This is an optimization exercise on Yosys and OpenROAD, whose aim is small area, a short achievable clock period and few clock cycles, not a production implementation.
Function was checked by simulation only, so behaviour that the tests miss may differ from the original.
Power is estimated from default activity; no workload was simulated.

==> flow/design.v <==
module rv32is(
    input 	clock,
	input 	reset,
	output [31:0] imemaddr,
	input  [31:0] imemdataout,
	output [31:0] dmemaddr,
	input  [31:0] dmemdataout,
	output [31:0] dmemdatain,
	output [2:0] dmemop,
	output	dmemwe
);
    reg  [31:0] pcF;
    reg         vI;
    reg  [31:0] pcI;
    reg         ptI;
    localparam NB = 2;
    reg  [NB-1:0] bv;
    reg  [9:0]    btag [0:NB-1];
    reg  [9:0]    btgt [0:NB-1];
    reg           bptr;
    reg  [31:0] ir;
    reg  [31:0] pcX;
    reg         vX;
    reg         ptX;
    reg  [31:1] s1;    
    reg  [31:1] s2;
    reg  isLUI, isAUIPC, isJAL, isJALR, isBR, isLD, isST, isOPI, isOP;
    reg  wrd, bimm, sub, scmp, sk1;
    reg  rsSum, rsSh, rsSlt, rsXor, rsOr, rsAnd, rsLink;
    reg  fw1, fw2;     
    reg  hz;           
    reg  [31:0] m_res;
    reg  [31:0] m_sd;
    reg  [2:0]  m_op;
    reg         m_st;
    reg         m_we;
    reg         m_ld;
    reg  [4:0]  m_rd;
    reg  [31:0] regs [1:31];
    wire [6:0] op  = ir[6:0];
    wire [4:0] rd  = ir[11:7];
    wire [2:0] f3  = ir[14:12];
    wire [4:0] rs1 = ir[19:15];
    wire [4:0] rs2 = ir[24:20];
    wire       f7b = ir[30];
    wire [6:0] iop = imemdataout[6:0];
    wire [2:0] if3 = imemdataout[14:12];
    wire iLUI   = (iop[6:2] == 5'b01101);
    wire iAUIPC = (iop[6:2] == 5'b00101);
    wire iJAL   = (iop[6:2] == 5'b11011);
    wire iJALR  = (iop[6:2] == 5'b11001);
    wire iBR    = (iop[6:2] == 5'b11000);
    wire iLD    = (iop[6:2] == 5'b00000);
    wire iST    = (iop[6:2] == 5'b01000);
    wire iOPI   = (iop[6:2] == 5'b00100);
    wire iOP    = (iop[6:2] == 5'b01100);
    wire [31:0] immI = {{20{ir[31]}}, ir[31:20]};
    wire [31:0] immS = {{20{ir[31]}}, ir[31:25], ir[11:7]};
    wire [31:0] immB = {{20{ir[31]}}, ir[7], ir[30:25], ir[11:8], 1'b0};
    wire [31:0] immU = {ir[31:12], 12'b0};
    wire [31:0] immJ = {{12{ir[31]}}, ir[19:12], ir[20], ir[30:21], 1'b0};
    reg  [31:0] rf1, rf2;
    integer k;
    always @(*) begin
        rf1 = 32'b0;
        rf2 = 32'b0;
        for (k = 1; k < 32; k = k + 1) begin
            rf1 = rf1 | ({32{s1[k]}} & regs[k]);
            rf2 = rf2 | ({32{s2[k]}} & regs[k]);
        end
    end
    wire [31:0] a  = rf1 | ({32{fw1}} & m_res);
    wire [31:0] r2 = rf2 | ({32{fw2}} & m_res);
    wire [31:0] b = bimm ? (isST ? immS : immI) : r2;
    wire [31:0] bx = sub ? ~b : b;
    wire [31:0] sum = a + bx + {31'b0, sub};
    wire lt  = ({a[31] ^ scmp, a[30:0]} < {b[31] ^ scmp, b[30:0]});
    wire eq  = (a == b);
    wire        shl = !f3[2];
    wire [4:0]  sh  = b[4:0];
    wire [31:0] arev;
    wire [31:0] srev;
    genvar gi;
    generate for (gi = 0; gi < 32; gi = gi + 1) begin : g_rev
        assign arev[gi] = a[31 - gi];
    end endgenerate
    wire [31:0] sin  = shl ? arev : a;
    wire        fill = f7b & a[31] & !shl;
    wire [31:0] t0 = sh[0] ? {fill, sin[31:1]} : sin;
    wire [31:0] t1 = sh[1] ? {{2{fill}}, t0[31:2]} : t0;
    wire [31:0] t2 = sh[2] ? {{4{fill}}, t1[31:4]} : t1;
    wire [31:0] t3 = sh[3] ? {{8{fill}}, t2[31:8]} : t2;
    wire [31:0] sout = sh[4] ? {{16{fill}}, t3[31:16]} : t3;
    generate for (gi = 0; gi < 32; gi = gi + 1) begin : g_rev2
        assign srev[gi] = sout[31 - gi];
    end endgenerate
    wire [31:0] shres = shl ? srev : sout;
    wire [31:0] pcoff = isBR ? immB : (isJAL ? immJ : immU);
    wire [31:0] pcadd = pcX + pcoff;
    wire [31:0] link  = pcX + 32'd4;
    wire [31:0] res = ({32{rsSum}}  & sum)
                    | ({32{rsSh}}   & shres)
                    | ({32{rsSlt}}  & {31'b0, lt})
                    | ({32{rsXor}}  & (a ^ b))
                    | ({32{rsOr}}   & (a | b))
                    | ({32{rsAnd}}  & (a & b))
                    | ({32{isLUI}}  & immU)
                    | ({32{isAUIPC}} & pcadd)
                    | ({32{rsLink}} & link);
    reg cond;
    always @(*) begin
        case (f3)
            3'b000: cond = eq;
            3'b001: cond = !eq;
            3'b100: cond = lt;
            3'b101: cond = !lt;
            3'b110: cond = lt;
            3'b111: cond = !lt;
            default: cond = 1'b0;
        endcase
    end
    wire take = isJAL | isJALR | (isBR & cond);
    wire pok  = ptX & (pcadd == pcI);
    wire skip = sk1 & !ptX & !ptI;
    wire redT = vX & (hz | isJALR | !(pok | skip));
    wire redN = vX & (hz | ptX);
    wire [31:0] nextT = redT ? (hz ? pcX : (isJALR ? sum : pcadd)) : fnext;
    wire [31:0] nextN = redN ? (hz ? pcX : link) : fnext;
    wire vXT = vI & !redT & !(vX & !hz & skip);
    wire vXN = vI & !redN;
    wire go = vX & !hz;
    wire xw = go & wrd;      
    wire iuses1 = !(iLUI | iAUIPC | iJAL);
    wire iuses2 = iOP | iST | iBR;
    wire f1n = xw & (rd == imemdataout[19:15]);
    wire f2n = xw & (rd == imemdataout[24:20]);
    wire binst = go & !ptX & (isJAL | (isBR & ir[31]));
    reg        pred;
    reg [9:0]  ptgt;
    integer e;
    always @(*) begin
        pred = 1'b0;
        ptgt = 10'b0;
        for (e = 0; e < NB; e = e + 1)
            if (bv[e] && btag[e] == pcF[11:2]) begin
                pred = 1'b1;
                ptgt = btgt[e];
            end
    end
    wire [31:0] fnext = pred ? {pcF[31:12], ptgt, 2'b00} : pcF + 32'd4;
    always @(posedge clock or posedge reset) begin
        if (reset) begin
            pcF  <= 32'b0;
            vI   <= 1'b0;
            vX   <= 1'b0;
            m_st <= 1'b0;
            m_we <= 1'b0;
            m_ld <= 1'b0;
            bv   <= {NB{1'b0}};
            bptr <= 1'b0;
        end else begin
            if (binst) begin
                bv[bptr] <= 1'b1;
                bptr <= bptr + 1'b1;
            end
            pcF  <= take ? nextT : nextN;
            vI   <= !(take ? redT : redN);
            vX   <= take ? vXT : vXN;
            m_st <= go & isST;
            m_we <= go & wrd;
            m_ld <= go & isLD & wrd;
        end
    end
    always @(posedge clock) begin
        pcI   <= pcF;
        ptI   <= pred;
        ptX   <= ptI;
        if (binst) begin
            btag[bptr] <= pcX[11:2];
            btgt[bptr] <= pcadd[11:2];
        end
        ir    <= imemdataout;
        isLUI  <= iLUI;
        isAUIPC<= iAUIPC;
        isJAL  <= iJAL;
        isJALR <= iJALR;
        isBR   <= iBR;
        isLD   <= iLD;
        isST   <= iST;
        isOPI  <= iOPI;
        isOP   <= iOP;
        wrd    <= !(iBR | iST) && (imemdataout[11:7] != 5'd0);
        bimm   <= !(iOP | iBR);
        sub    <= iOP & imemdataout[30] & (if3 == 3'b000);
        scmp   <= iBR ? !if3[1] : !if3[0];
        rsSh   <= (iOP | iOPI) & (if3[1:0] == 2'b01);
        rsSlt  <= (iOP | iOPI) & (if3[2:1] == 2'b01);
        rsXor  <= (iOP | iOPI) & (if3 == 3'b100);
        rsOr   <= (iOP | iOPI) & (if3 == 3'b110);
        rsAnd  <= (iOP | iOPI) & (if3 == 3'b111);
        rsLink <= iJAL | iJALR;
        rsSum  <= !(iLUI | iAUIPC | iJAL | iJALR | ((iOP | iOPI) & (if3 != 3'b000)));
        sk1    <= (iBR & ({imemdataout[31:25], imemdataout[11:7]} == 12'b0000000_01000))
                | (iJAL & (imemdataout[31:12] == 20'b0_0000000100_0_00000000));
        fw1   <= f1n;
        fw2   <= f2n;
        hz    <= xw & isLD & ((iuses1 & (rd == imemdataout[19:15])) | (iuses2 & (rd == imemdataout[24:20])));
        for (k = 1; k < 32; k = k + 1) begin
            s1[k] <= (imemdataout[19:15] == k[4:0]) & !f1n;
            s2[k] <= (imemdataout[24:20] == k[4:0]) & !f2n;
        end
        pcX   <= pcI;
        m_res <= res;
        m_sd  <= r2;
        m_op  <= f3;
        m_rd  <= rd;
    end
    wire [31:0] wd = m_ld ? dmemdataout : m_res;
    integer i;
    always @(posedge clock) begin
        for (i = 1; i < 32; i = i + 1)
            if (m_we && m_rd == i[4:0]) regs[i] <= wd;
    end
    assign imemaddr   = pcF;
    assign dmemaddr   = m_res;
    assign dmemdatain = m_sd;
    assign dmemop     = m_op;
    assign dmemwe     = m_st;
endmodule
==> flow/config.mk <==
export PLATFORM = sky130hd
export DESIGN_NAME = rv32is
export DESIGN_NICKNAME = rv32is
export VERILOG_FILES = /design/flow/design.v
export SDC_FILE = /design/flow/constraint.sdc
export NUM_CORES = 4
export LEC_CHECK = 0
export CAP_MARGIN = 20
export CORE_MARGIN = 2
export CORE_UTILIZATION = 40
export SLEW_MARGIN = 20
==> flow/constraint.sdc <==
create_clock -name core_clock -period 22.0 [get_ports {clock}]
set_input_delay 4.4000 -clock core_clock [delete_from_list [all_inputs] [get_ports {clock}]]
set_output_delay 4.4000 -clock core_clock [all_outputs]
set_load 0.01 [all_outputs]
standard.sh (not shown) runs the stock make flow with config.mk's settings and CLKGATE_MAP_FILE= SYNTH_SCRIPT=/design/flow/synth_recipe.tcl, a recipe that flattens the netlist after the stock synthesis.
==> flow/flow/run.sh <==
#!/bin/bash
# Standard ORFS layout (the standard.sh, its synthesis unchanged) with
# these changes to how the layout is made; the constraints are unchanged:
#  - repair_timing aims for 16 ns of setup slack at the 22 ns clock;
#  - ports are buffered with buf_4 rather than the default delay buffer;
#  - clock tree sinks are clustered 20 to a leaf buffer.
# If a step after global routing fails (for example the final extraction
# refuses a detailed-routing connection), detailed routing is run again
# with another seed.
set -uo pipefail
ARGS=(SETUP_SLACK_MARGIN=16
      "BUFFER_PORTS_ARGS=-buffer_cell sky130_fd_sc_hd__buf_4"
      CTS_CLUSTER_SIZE=20 CTS_CLUSTER_DIAMETER=100)
if [ -f flow/extra.args ]; then
  while read -r a; do [ -n "$a" ] && ARGS+=("$a"); done < flow/extra.args
fi
B=orfs/results/sky130hd/rv32is/base
L=orfs/logs/sky130hd/rv32is/base
bash standard.sh "${ARGS[@]}" finish > standard.log 2>&1 && exit 0
for seed in 11 23; do
  [ -f $B/5_1_grt.odb ] || exit 1
  rm -f $B/5_2_route.odb $B/5_3_fillcell.odb $B/5_route.odb $B/5_route.sdc \
        $B/6_* $L/5_2_route* $L/5_3_fillcell* $L/6_*
  bash standard.sh "${ARGS[@]}" OR_SEED=$seed finish > standard_retry_$seed.log 2>&1 && exit 0
done
exit 1
==> flow/flow/extra.args <==
CORE_UTILIZATION=35
SETUP_SLACK_MARGIN=16.4
Testbench counts at the start, summed over its fixed seeds: cycles 182,386.
Rerun with:
==> flow/flow/extra.args (replaced) <==
SETUP_SLACK_MARGIN=16.4
PLACE_DENSITY=0.7
Outcome: Worst hold slack improves by 20 ps; clock-buffer cell count increases by 7; via count increases by about 2.2%; cell area decreases by 1.2%; global-route usage increases by 2.6 points; non-clock buffer count decreases by 33; setup slack improves by 61 ps; clock power is about the same; power decreases by about 0.74%; wire length decreases by 4.5%.
Rerun with:
removed: flow/flow/extra.args
Effect:
- final area came out lower by a few percent
- die area is unchanged
- clock skew came out higher by 3.6 ps
- worst setup slack is worse by 240 ps
- first-iteration DRC count came out lower by about a fifth
- clock-buffer cell count came out lower by 11
- worst hold slack is about the same
- total power came out lower by a few percent
- register-to-register slack is worse by 220 ps
- global-route usage came out higher by 1.0 points
Rerun with:
==> flow/flow/extra.args (new file) <==
CORE_UTILIZATION=35
Outcome: Cell area is about the same; setup slack degrades by 64 ps; clock skew went up by 3.5 ps; synthesized cell count does not change; wire length went up by 0.86%; area after synthesis does not change; clock power stays flat.
Rerun with:
==> flow/flow/extra.args (replaced) <==
SETUP_SLACK_MARGIN=16.4
CORE_UTILIZATION=45
What happened: The changed run passed the timing, design-rule and antenna checks. Final area grows by 2.0%. Fmax grows by 5.5%. Total power grows by 2.8%. Combinational power grows by 10%.
Rerun with:
==> flow/flow/extra.args (replaced) <==
SETUP_SLACK_MARGIN=16.4
The new run went through all stages and came out clean. Via count hardly moves. Area after synthesis is unchanged. Non-clock buffer count fell by 28. First-iteration DRC count goes down by 0.53%. Total power hardly moves. Fmax hardly moves.

[port drivers added, routing unchanged]
In the flow no input, the clock included, has a driving cell. The finished layouts below were timed again as built, in two steps. Step 1: set_driving_cell puts a clkbuf_16 on clock and a buf_2 on each other input, an assumption about the parent block. Step 2, shift: input delay + t, output delay - t, t = (earliest + latest rising clock arrival at the registers) / 2. This alone moves slack from input paths to output paths. a / b / c = ideal ports / drivers / drivers and shift; a / b = the first two.
run | shift t [ns] | slack for setup (ns) | hold WS [ns] | worst setup path after step 2
the first run | 0.842 | 16.180 / 16.093 / 15.796 | 0.357 / 0.357 / 0.357 | input to register
the second run | 0.809 | 16.241 / 16.161 / 15.821 | 0.377 / 0.377 / 0.377 | input to register
the third run | 0.804 | 15.998 / 15.914 / 15.616 | 0.379 / 0.379 / 0.379 | input to register
the fourth run | 0.817 | 15.934 / 15.853 / 15.653 | 0.373 / 0.373 / 0.373 | input to register
the fifth run | 0.818 | 16.252 / 16.172 / 15.790 | 0.363 / 0.363 / 0.363 | input to register
the sixth run | 0.813 | 16.249 / 16.168 / 15.781 | 0.358 / 0.358 / 0.358 | input to register
After both steps every run listed still meets setup and hold. For the sixth run, which loses most, drivers alone change the setup slack by -0.081 ns; drivers and shift together by -0.468 ns.
